Context: an optimization exercise on an open-source flow, tuned for small area. The choices shown serve that exercise and are no tape-out recipe. The RTL was checked by simulation tests, not by an equivalence proof against the original design. No activity file was given, so power comes from the tool's default toggle rates.

v40:
==> flow/design.v (excerpt) <==
module sk_top(ClkPort, Reset, BtnL, BtnR, BtnD, Sw0, Sw1, Sw2, Sw3, Sw4, Sw5, Sw6, Sw7, hSync, vSync, vgaR, vgaB, vgaG, QuadSpiFlashCS);
Size: roughly 1,200 cells after synthesis, about 200 flip-flops.
==> flow/config.mk <==
export PLATFORM = sky130hd
export DESIGN_NAME = sk_top
export DESIGN_NICKNAME = sk_top
export VERILOG_FILES = /design/flow/design.v
export SDC_FILE = /design/flow/constraint.sdc
export NUM_CORES = 4
export LEC_CHECK = 0
export CAP_MARGIN = 20
export CORE_MARGIN = 2
export CORE_UTILIZATION = 40
export SLEW_MARGIN = 20
==> flow/constraint.sdc <==
create_clock -name core_clock -period 10.0 [get_ports {ClkPort}]
set_input_delay 2.0000 -clock core_clock [delete_from_list [all_inputs] [get_ports {ClkPort}]]
set_output_delay 2.0000 -clock core_clock [all_outputs]
set_load 0.01 [all_outputs]
standard.sh (not shown) runs the stock make flow with config.mk's settings and CLKGATE_MAP_FILE= SYNTH_SCRIPT=/design/flow/synth_recipe.tcl, a recipe that flattens the netlist after the stock synthesis.
==> flow/flow/run.sh <==
#!/bin/bash
# The standard layout (standard.sh), with these changes:
#  - synthesis: the standard flow's synthesis script, except that ABC maps the logic
#    with an area-oriented script (flow/synth_area.tcl, flow/area.abc);
#    flip-flop mapping, flattening and register names are unchanged
#  - clock tree: clkbuf_8 buffers, sink clusters of up to 16 within 50 um,
#    no dummy loads
#  - port buffers: the smallest buffer cell (every port is still buffered)
# Each tool writes its full log under orfs/logs/ (ORFS's per-step logs);
# make's own output goes to standard.log.
set -euo pipefail
here=$(pwd)
bash standard.sh \
  SYNTH_SCRIPT="$here/flow/synth_area.tcl" \
  CTS_ARGS="-sink_clustering_enable -repair_clock_nets -dont_use_dummy_load -buf_list {sky130_fd_sc_hd__clkbuf_4 sky130_fd_sc_hd__clkbuf_8} -sink_clustering_size 14 -sink_clustering_max_diameter 45" \
  BUFFER_PORTS_ARGS="-inputs -outputs -buffer_cell sky130_fd_sc_hd__buf_1" \
  finish > standard.log 2>&1
==> flow/flow/area.abc <==
strash
dch -f
amap -m
strash
dch -f
amap -m
topo
dnsize -c
==> flow/flow/synth_area.tcl <==
# The standard flow's synthesis (synth_recipe.tcl) with one change: ABC maps the logic
# with the area-oriented script area.abc (next to this file) instead of
# ORFS's. Flip-flop mapping, flattening and naming are unchanged.
set area_abc_script [file join [file dirname [file normalize [info script]]] area.abc]
proc synth {args} { yosys synth -nofsm -noshare {*}$args }
proc abc {args} {
  set i [lsearch -exact $args -script]
  if { $i >= 0 } {
    lset args [expr { $i + 1 }] $::area_abc_script
  }
  yosys abc {*}$args
}
source $::env(SCRIPTS_DIR)/synth.tcl
# left out here: clear keep_hierarchy, flatten, clean up, hide names made inside functions, write 1_2_yosys.v
Edits applied to the flow inputs when going from v40 to v28:
--- a/flow/flow/run.sh
+++ b/flow/flow/run.sh
@@ -13,5 +13,5 @@
 bash standard.sh \
   SYNTH_SCRIPT="$here/flow/synth_area.tcl" \
-  CTS_ARGS="-sink_clustering_enable -repair_clock_nets -dont_use_dummy_load -buf_list {sky130_fd_sc_hd__clkbuf_4 sky130_fd_sc_hd__clkbuf_8} -sink_clustering_size 14 -sink_clustering_max_diameter 45" \
+  CTS_ARGS="-sink_clustering_enable -repair_clock_nets -dont_use_dummy_load -buf_list sky130_fd_sc_hd__clkbuf_8 -sink_clustering_size 16 -sink_clustering_max_diameter 50" \
   BUFFER_PORTS_ARGS="-inputs -outputs -buffer_cell sky130_fd_sc_hd__buf_1" \
   finish > standard.log 2>&1
Compared with v40, in v28 first-iteration DRC count now larger, combinational power share now larger. Taking v40 over v28, the clock-buffer cell count ratio works out to 1.07. Between v28 and v40, clock share of power is lower for v28, v40 comes in above that. Status: final area parity (v28, v40). v40 and v28 ended up with roughly the same routed length on met1. Of v28 and v40, the run reporting the lower area overhead of the layout relative to synthesis was v28. [diff] worst hold slack, v28 relative to v40: regression. Status: utilization parity (v40, v28). v28 and v40 ended up with nearly the same switching power total.
Inputs modified between v28 and v18:
--- a/flow/flow/run.sh
+++ b/flow/flow/run.sh
@@ -13,5 +13,5 @@
 bash standard.sh \
   SYNTH_SCRIPT="$here/flow/synth_area.tcl" \
-  CTS_ARGS="-sink_clustering_enable -repair_clock_nets -dont_use_dummy_load -buf_list sky130_fd_sc_hd__clkbuf_8 -sink_clustering_size 16 -sink_clustering_max_diameter 50" \
+  CTS_ARGS="-sink_clustering_enable -repair_clock_nets -dont_use_dummy_load -buf_list sky130_fd_sc_hd__clkbuf_4 -sink_clustering_size 12 -sink_clustering_max_diameter 40" \
   BUFFER_PORTS_ARGS="-inputs -outputs -buffer_cell sky130_fd_sc_hd__buf_1" \
   finish > standard.log 2>&1
==> comparison <==
Comparing v28 and v18, proportion of power drawn by the clock network is higher on v28. Of v28 and v18, the lower global-route usage over all layers belongs to v28. Standby leakage power is higher on v28. Summary of v18 over v28: sum of routed wire length over all layers level, initial standard-cell utilization of the core level.

afterwards: timing with drivers on the ports:
Ports are ideal in the flow. The routed layouts listed here were re-timed in OpenROAD. Step 1 assumes that a clkbuf_16 drives the clock port and a buf_2 every other input. Step 2 moves the port delays by t, midway between the first and last clock arrival at a register: inputs arrive t later, outputs are due t later. That takes back most of the time a late clock gives input paths. Slacks: ideal / step 1 / step 2; pairs: ideal / step 1.
run | t, ns | setup slack, ns | worst hold slack (ns) | worst register clock-pin slew, ns
v40 | 0.604 | 2.796 / 2.796 / 2.796 | 0.344 / 0.344 / 0.344 | 0.09 / 0.09
v28 | 0.603 | 2.843 / 2.843 / 2.843 | 0.327 / 0.327 / 0.327 | 0.09 / 0.09
v18 | 0.672 | 2.882 / 2.882 / 2.882 | 0.346 / 0.346 / 0.346 | 0.12 / 0.12
After both steps setup and hold are still met in every run listed.
